Source: an optimization exercise on an open RTL-to-GDS flow (aim: small area and a short achievable clock period). Production flows keep margins and buffers that such runs may drop.
Where RTL was checked, it was by simulation tests only, not by an equivalence proof against the original.
For run 2, only the layout was checked, not whether the RTL still works.
No activity file was given, so power comes from the tool's default toggle rates.

==> flow/design.v, too long to show whole: its modules and the start of the top module <==
// module fa: 8 lines
// module fpu_mul: 1051 lines
// module add_cmp24: 254 lines
// module carry_pfx: 13 lines
module fpu_mul( input         CLK,
                input         RESET,
                input         EN,
                input  [31:0] A,
                input  [31:0] B,
                output [31:0] Z );
  // ...
==> flow/flow/run.sh <==
#!/bin/bash
# Layout flow: the standard flow (standard.sh, the ORFS make targets) with
#  - the port buffers that ORFS inserts on every input and output made with
#    sky130_fd_sc_hd__buf_1 (BUFFER_PORTS_ARGS) instead of the default choice.
# Synthesis, floorplan, placement, CTS and routing are otherwise unchanged.
# Each ORFS step writes its full log under orfs/logs/; make's own output goes
# to standard.log here.
set -euo pipefail
MARGIN=$(cat flow/margin.txt 2>/dev/null || echo 6)
BUF=$(cat flow/portbuf.txt 2>/dev/null || echo sky130_fd_sc_hd__buf_1)
sed -E "s/SETUP_SLACK_MARGIN=[0-9.+-]+/SETUP_SLACK_MARGIN=${MARGIN} 'BUFFER_PORTS_ARGS=-buffer_cell ${BUF}'/" standard.sh > standard_margin.sh
grep -q "SETUP_SLACK_MARGIN=${MARGIN} " standard_margin.sh
bash standard_margin.sh > standard.log 2>&1
==> flow/flow/margin.txt <==
6.3
==> flow/standard.sh <==
#!/bin/bash
# synth_recipe.tcl (not shown) runs the flow's synth.tcl, then flattens the netlist and writes it again
# the make line also repeats each setting of config.mk as NAME=value (left out here)
make -C /OpenROAD-flow-scripts/flow DESIGN_CONFIG=/design/flow/config.mk WORK_HOME=/design/flow/orfs CLKGATE_MAP_FILE= SYNTH_SCRIPT=/design/flow/synth_recipe.tcl "${@:-finish}"
==> flow/config.mk <==
export PLATFORM = sky130hd
export DESIGN_NAME = fpu_mul
export DESIGN_NICKNAME = fpu_mul
export VERILOG_FILES = /design/flow/design.v
export SDC_FILE = /design/flow/constraint.sdc
export NUM_CORES = 4
export LEC_CHECK = 0
export ABC_AREA = 1
export CAP_MARGIN = 20
export CORE_MARGIN = 2
export CORE_UTILIZATION = 55
export PLACE_DENSITY = 0.75
export SETUP_SLACK_MARGIN = 5
export SLEW_MARGIN = 20
export SYNTH_HIERARCHICAL = 1
export TNS_END_PERCENT = 10
==> flow/constraint.sdc <==
create_clock -name core_clock -period 10.0 [get_ports {CLK}]
set_input_delay 2.0000 -clock core_clock [delete_from_list [all_inputs] [get_ports {CLK}]]
set_output_delay 2.0000 -clock core_clock [all_outputs]
set_load 0.01 [all_outputs]
==> impl_metrics.toml, run 1 <==
[finish]
finalNonFillerCells = 2789
buf_share_pct = 6.642
final_common_cell = "xor2_1"
reg_top3 = "hA (32), hB (32)"
stdcell_area_um2 = 22270

[timing]
worst_slew_pin_slew_ns = 1.101
fin_setup_tns_ns = 0
timing.hold.ws_ns = 0.3450
rsz0062_at_grt = "true"
finalSetupViolCount = 0
clock.fmax_mhz = 263.1
report.final.slew_viol_count = 0

[routing]
wl_met3_um = 8273
wire_per_inst_um = 23.27

[critical_path]
path_common_cell = "fa_1"
worst-path-max-fanout = 25
slowest_stage = "fa_1"
rrSetupSlack_ns = 6.20
worstPathCellList = "buf_6, inv_1, xor2_1, fa_1, fa_1, fa_1, fa_1, fa_1"

[cts]
clk_pin_slew_worst_paths_ns = 0.08
cts.repair.resized = 121

[global_route]
grt_util_met1_pct = 44.54

[status]
status = "finished clean"

[flow_run]
max_cap_violations = 0

[yosys]
synthTopCellsByCount = "xor2_1, o22ai_1, fa_1, nand2_1, inv_1"
synth_fa_ha_area_share_pct = 33.86
==> module carry_pfx, before the edit <==
module carry_pfx
                 ( input  [5:0] a,
                   input  [5:0] b,
                   input          ci,
                   output         co );
wire [6:0] c;
assign c[0] = ci;
genvar i;
generate for (i = 0; i < 6; i = i + 1) begin : cc
  assign c[i+1] = (a[i] & b[i]) | ((a[i] | b[i]) & c[i]);
end endgenerate
assign co = c[6];
endmodule
==> run 2: changes to the inputs <==
--- a/flow/design.v
+++ b/flow/design.v
@@ -982,17 +982,17 @@
 fa u_fa259 (.a(fs179), .b(fs217), .ci(fc216), .s(fs259), .co(fc259));
 fa u_fa260 (.a(fc179), .b(fs218), .ci(fc217), .s(fs260), .co(fc260));
 fa u_fa261 (.a(t11[23]), .b(fs219), .ci(fc218), .s(fs261), .co(fc261));
 fa u_fa262 (.a(hs29), .b(t11[24]), .ci(fc219), .s(fs262), .co(fc262));
 assign hs32 = ~hc29;
 assign hc32 = hc29;
 wire [47:0] rowA = {fc262, fc261, fc260, fc259, fc258, fc257, fc256, fc255, fc254, fc253, fc252, fc251, fc250, fc249, fc248, fc247, fc246, fc245, fc244, fc243, fc242, fc241, fc240, fc239, fc238, fc237, fc236, fc235, fc234, fc233, fc232, fc231, fc230, fc229, fc228, fc227, fc226, fc225, fc224, fc223, fc222, fc221, fc220, hc31, hc30, hs30, t0[1], neg[0]};
 wire [47:0] rowB = {hs32, fs262, fs261, fs260, fs259, fs258, fs257, fs256, fs255, fs254, fs253, fs252, fs251, fs250, fs249, fs248, fs247, fs246, fs245, fs244, fs243, fs242, fs241, fs240, fs239, fs238, fs237, fs236, fs235, fs234, fs233, fs232, fs231, fs230, fs229, fs228, fs227, fs226, fs225, fs224, fs223, fs222, fs221, fs220, hs31, t1[0], 1'b0, t0[0]};
-wire [16:0] lowsum = {1'b0, rowA[15:0]} + {1'b0, rowB[15:0]};
+wire [14:0] lowsum = {1'b0, rowA[13:0]} + {1'b0, rowB[13:0]};
 wire [22:0] za, zb;
 assign za[0] = 1'b1;
 assign zb[0] = 1'b1;
 generate for (gj = 1; gj < 23; gj = gj + 1) begin : tza
   assign za[gj] = za[gj-1] & ~ma[gj-1];
 end endgenerate
 generate for (gj = 0; gj < 11; gj = gj + 1) begin : tzb
   assign zb[2*gj+1] = zb[2*gj] & ~one[gj];
@@ -1000,28 +1000,28 @@
 end endgenerate
 wire [22:0] zpair;
 generate for (gj = 0; gj < 23; gj = gj + 1) begin : zp
   assign zpair[gj] = za[gj] & zb[22-gj];
 end endgenerate
 wire sticky1 = ~(|zpair);
 reg        zero2, sign2, cl2, st2;
 reg  [8:0] es2;    
-reg [47:16] hA, hB;
+reg [47:14] hA, hB;
 always_ff @(posedge CLK) begin
   if (RESET) begin
     zero2 <= 1'b1; sign2 <= 1'b0;
   end else begin
     zero2 <= zero_r; sign2 <= sign_r;
   end
-  es2 <= esum_r; cl2 <= lowsum[16]; st2 <= sticky1;
-  hA <= rowA[47:16]; hB <= rowB[47:16];
+  es2 <= esum_r; cl2 <= lowsum[14]; st2 <= sticky1;
+  hA <= rowA[47:14]; hB <= rowB[47:14];
 end
 wire c22;    
-carry_pfx u_c22 (.a(hA[21:16]), .b(hB[21:16]), .ci(cl2), .co(c22));
+carry_pfx u_c22 (.a(hA[21:14]), .b(hB[21:14]), .ci(cl2), .co(c22));
 wire x22 = hA[22], y22 = hB[22];
 wire p22 = x22 ^ y22 ^ c22;
 wire c23 = (x22 & y22) | (c22 & (x22 ^ y22));
 wire [24:0] X = hA[47:23], Y = hB[47:23];
 wire [24:0] S = X ^ Y;
 wire [24:0] C = {X[23:0] & Y[23:0], 1'b0};
 wire p23 = S[0] ^ c23;
 wire up = p22 & (p23 | st2);
@@ -1307,20 +1307,20 @@
 assign G5[22] = G4[22] | (P4[22] & G4[15]);
 assign P5[22] = P4[22] & P4[15];
 assign G5[23] = G4[23] | (P4[23] & G4[15]);
 assign P5[23] = P4[23] & P4[15];
 assign s0 = p ^ {G5[22:0], 1'b0};
 assign s1 = p ^ {G5[22:0] | P5[22:0], 1'b1};
 endmodule
 module carry_pfx
-                 ( input  [5:0] a,
-                   input  [5:0] b,
+                 ( input  [7:0] a,
+                   input  [7:0] b,
                    input          ci,
                    output         co );
-wire [6:0] c;
+wire [8:0] c;
 assign c[0] = ci;
 genvar i;
-generate for (i = 0; i < 6; i = i + 1) begin : cc
+generate for (i = 0; i < 8; i = i + 1) begin : cc
   assign c[i+1] = (a[i] & b[i]) | ((a[i] | b[i]) & c[i]);
 end endgenerate
-assign co = c[6];
+assign co = c[8];
 endmodule
==> flow/config.mk (replaced) <==
export PLATFORM = sky130hd
export DESIGN_NAME = fpu_mul
export DESIGN_NICKNAME = fpu_mul
export VERILOG_FILES = /design/flow/design.v
export SDC_FILE = /design/flow/constraint.sdc
export NUM_CORES = 4
export LEC_CHECK = 0
export ABC_AREA = 1
export CAP_MARGIN = 20
export CORE_MARGIN = 2
export CORE_UTILIZATION = 55
export SETUP_SLACK_MARGIN = 5
export SLEW_MARGIN = 20
export SYNTH_HIERARCHICAL = 1
export TNS_END_PERCENT = 10
==> run 2 against run 1 <==
Compared with the run above:
- register-to-register slack improved by 0.03 ns
- largest cell class unchanged
- fmax increased by 0.82%
- critical path type unchanged
- clock skew down 0.0023 ns
- sequential share of layout area is 0.39 points higher
- worst setup slack improved by 0.031 ns
- total power down 1.6%
- cell count fell by 0.47%
- first-iteration DRC count shrank 23%
- core utilization down 0.48 points
==> impl_metrics.toml, run 2 <==
[hold_path]
hp-start = "esum_r[3]"
hp-class = "reg2reg"

[timing]
period_share_pct = 37.70
min_period_ns = 3.770
clock.fmax_mhz = 265.3
worst_slew_pin_slew_ns = 0.9627
report.final.slew_viol_count = 0
fin_ws_ns = 6.230
maxSlewHeadroom_pct = 35.75
finalSetupViolCount = 0
fin_setup_tns_ns = 0
rsz0062_at_grt = "true"
skew_ns = 0.01726
timing.hold.ws_ns = 0.3443
hold_viol_final = 0

[critical_path]
startpoint_type = "flip-flop"
crit_buf_inv = 2
crit_family = "adder cells"
startpoint = "neg[1]"
rr_startpoint = "neg[1]"
worstPathCellList = "buf_4, inv_1, xor2_1, fa_1, fa_1, fa_1, fa_1, fa_1"
slowest_stage = "fa_1"
crit_type = "reg2reg"
worstSetupEndpointType = "flip-flop"
worst-path-max-fanout = 25
arrival_ns = 4.11
cp_data_required_time_ns = 10.34
path_common_cell = "fa_1"
slowest_delay_ns = 0.60

[yosys]
syn-num-nets = 2662
synthTopCellsByCount = "xor2_1, o22ai_1, fa_1, nand2_1, inv_1"
ys_warn_count = 7
yosysMostFrequentCell = "xor2_1"
synth_ff_type = "dfxtp_1"
syn_area_per_cell_um2 = 8.862
synth_edf_count = 9
synth_seq_cells = 185
synth_cells = 2224
synth_largest_area_cell = "fa_1"
synth_area_um2 = 19710
synth_top_area_share_pct = 26.81
async_reset_ff_share_pct = 0
synthTopCellsByArea = "fa_1, dfxtp_1, xor2_1"
yosys.cell_types.count = 47
synth_seq_area_share_pct = 19.25

[finish]
reg_top3 = "hA (34), hB (34)"
final-seq-area_um2 = 3880
syn2layout_area_growth_pct = 12.12
num-fill-cells = 3065
nets = 2739
final_cell_mix = "xor2_1, o22ai_1, fa_1"
multi_input_area_um2 = 14550
final_common_cell = "xor2_1"
drive_gt1_share_pct = 13.18

[flow_run]
max_cap_violations = 0

[floorplanning]
die_x_um = 193.3
num_io_pins = 99
die-area_um2 = 37370
fp-row-count = 69
start_util_pct = 55.68
fp.dieH_um = 193.3
core-area_um2 = 35400

[power_and_ir_drop]
power_frac_comb_pct = 72.2
p_leak_nw = 10.34
switchingPower_mw = 3.363
peakVddDrop_mv = 0.3318
internal_power_mw = 3.413
p_seq_share_pct = 17.3
p_per_area_nw_per_um2 = 306.6
swShare_pct = 49.63
clockPowerShare_pct = 10.5

[cts]
cts_tree = "built"
cts_buffers = 17
clk_pin_slew_worst_paths_ns = 0.08
clock_path_buffers = 2
ctsHoldBuffers = 0
htreeDepth = 4
cts.sinks = 185
worst_skew_pair.late_latency_ns = 0.47
cts-root-buf = "clkbuf_16"

[placement]
dp_hpwl_um = 42820
io_buffers = 98
pre_cts_ws_ns = 5.519
gp_congestion = 0.9483

[global_route]
grt_max_degree = 82
grtUsageTotal_pct = 34.36
overflow = 0
grt_antenna_before_repair = 1
grt_pass1_vias = 17108
grt_pass1_wl_um = 99000

[routing]
drtIter0Drc = 1847
dr.pass1.iters = 5
via_per_inst = 6.152
wire_per_inst_um = 22.96
route.vias.total = 17079
wl_um = 63740
drc_errors = 0
antenna_left = 0

[status]
status = "finished clean"
[run 2: worst register-to-register path: stages (launching register included)]
cell	delay [ns]
dfxtp_1	0.33
buf_4	0.42
inv_1	0.21
xor2_1	0.22
fa_1	0.60
fa_1	0.48
fa_1	0.43
fa_1	0.54
fa_1	0.41
[run 2: final cells by class]
cell class	instances	share of cell area [%]
Multi-Input combinational cell	1656	65.86
Clock inverter	15	0.9116
Antenna cell	1	0.01132
Sequential cell	185	17.56
Inverter	218	4.394
Clock buffer	17	1.925
Timing Repair inverter	19	0.5662
Timing Repair Buffer	204	6.166
Tap cell	461	2.610
[run 2: routing by layer]
metal,share of wire (%),vias to the layer above,routed length [µm],global-route usage (%)
li1,-,7572,-,-
met2,43,1060,27320,51.01
met1,41,8192,25870,46.19
met5,0,-,0,0
met3,10,255,6502,7.549
met4,6.3,0,4043,20.61
[run 2: path summary, 6_finish.rpt]
kind | depth (start not counted) | to | slack, ns
setup / recovery | 8 | hB[26] | 6.23
hold / removal | 0 | es2[3] | 0.34
setup reg to reg | 8 | hB[26] | 6.23
hold reg to reg | 0 | es2[3] | 0.34
[run 2: cells by family (layout without fill, tap and decap cells)]
kind of cell / Yosys count / in the layout / synth area share, %
flip-flops: 185 / 185 / 19.25
buffers and inverters: 383 / 473 / 7.592
other: 0 / 1 / 0
AND/OR/NAND/NOR: 463 / 463 / 10.49
AO/OA/AOI/OAI: 515 / 515 / 15.42
XOR/XNOR: 307 / 307 / 13.64
adder cells (fa/ha/maj): 371 / 371 / 33.61
[run 2: per-stage QoR]
stage	power (mW)	std cells	utilization, %	area, µm²
floorplan	4.631	2224	-	19710
global placement	5.666	2654	57.20	20250
detailed placement	5.775	2654	57.20	20250
CTS	6.661	2747	61.17	21650
global route	7.504	2775	62.42	22100
finish	6.776	2776	62.43	22100
[run 2: modules after synthesis, one instance, submodules excluded]
| module | flops+latches | cell area, µm² | cells | times used |
|---|---|---|---|---|
| add_cmp24 | 0 | 1674 | 276 | 1 |
| carry_pfx | 0 | 151.4 | 35 | 1 |
| fpu_mul | 185 | 12760 | 1657 | 1 |
| fa | 0 | 20.02 | 1 | 256 |
[run 2: timing repair]
| item | CTS | global route |
|---|---|---|
| buffers inserted | 42 | 27 |
| pin swaps | 2 | 14 |
| resized for setup | 101 | 62 |
| cloned | 19 | 1 |
| endpoints found under the setup margin | 66 | 71 |
[run 2: power groups by stage]
stage	Sequential (mW)	Combinational, mW	Clock (mW)
floorplan	1.14	3.49	0
global placement	1.18	4.49	0
detailed placement	1.18	4.60	0
CTS	1.17	4.76	0.728
global route	1.19	5.55	0.755
finish	1.17	4.89	0.713

port drivers added, routing unchanged:
The flow's constraints put no driver on any port. The routed layouts listed below were extracted and timed again, unchanged, in two steps. Step 1, drivers: a clkbuf_16 drives CLK and a buf_2 each remaining input, both assumed. Step 2, shift: input delay + t, output delay - t, t = (earliest + latest rising clock arrival at the registers) / 2. This alone moves slack from input paths to output paths. a / b / c = ideal ports / drivers / drivers and shift; a / b = the first two.
run	t (ns)	setup slack, ns	hold WS [ns]	clock arrival spread, ns
run 1	0.522	6.200 / 6.200 / 6.082	0.345 / 0.345 / 0.345	0.019 / 0.020
run 2	0.521	6.230 / 6.230 / 6.214	0.344 / 0.344 / 0.344	0.018 / 0.018
After both steps setup and hold are still met in every run listed. The setup slack of run 1, which loses most, moves by 0.000 ns with the drivers and by -0.118 ns with both steps.
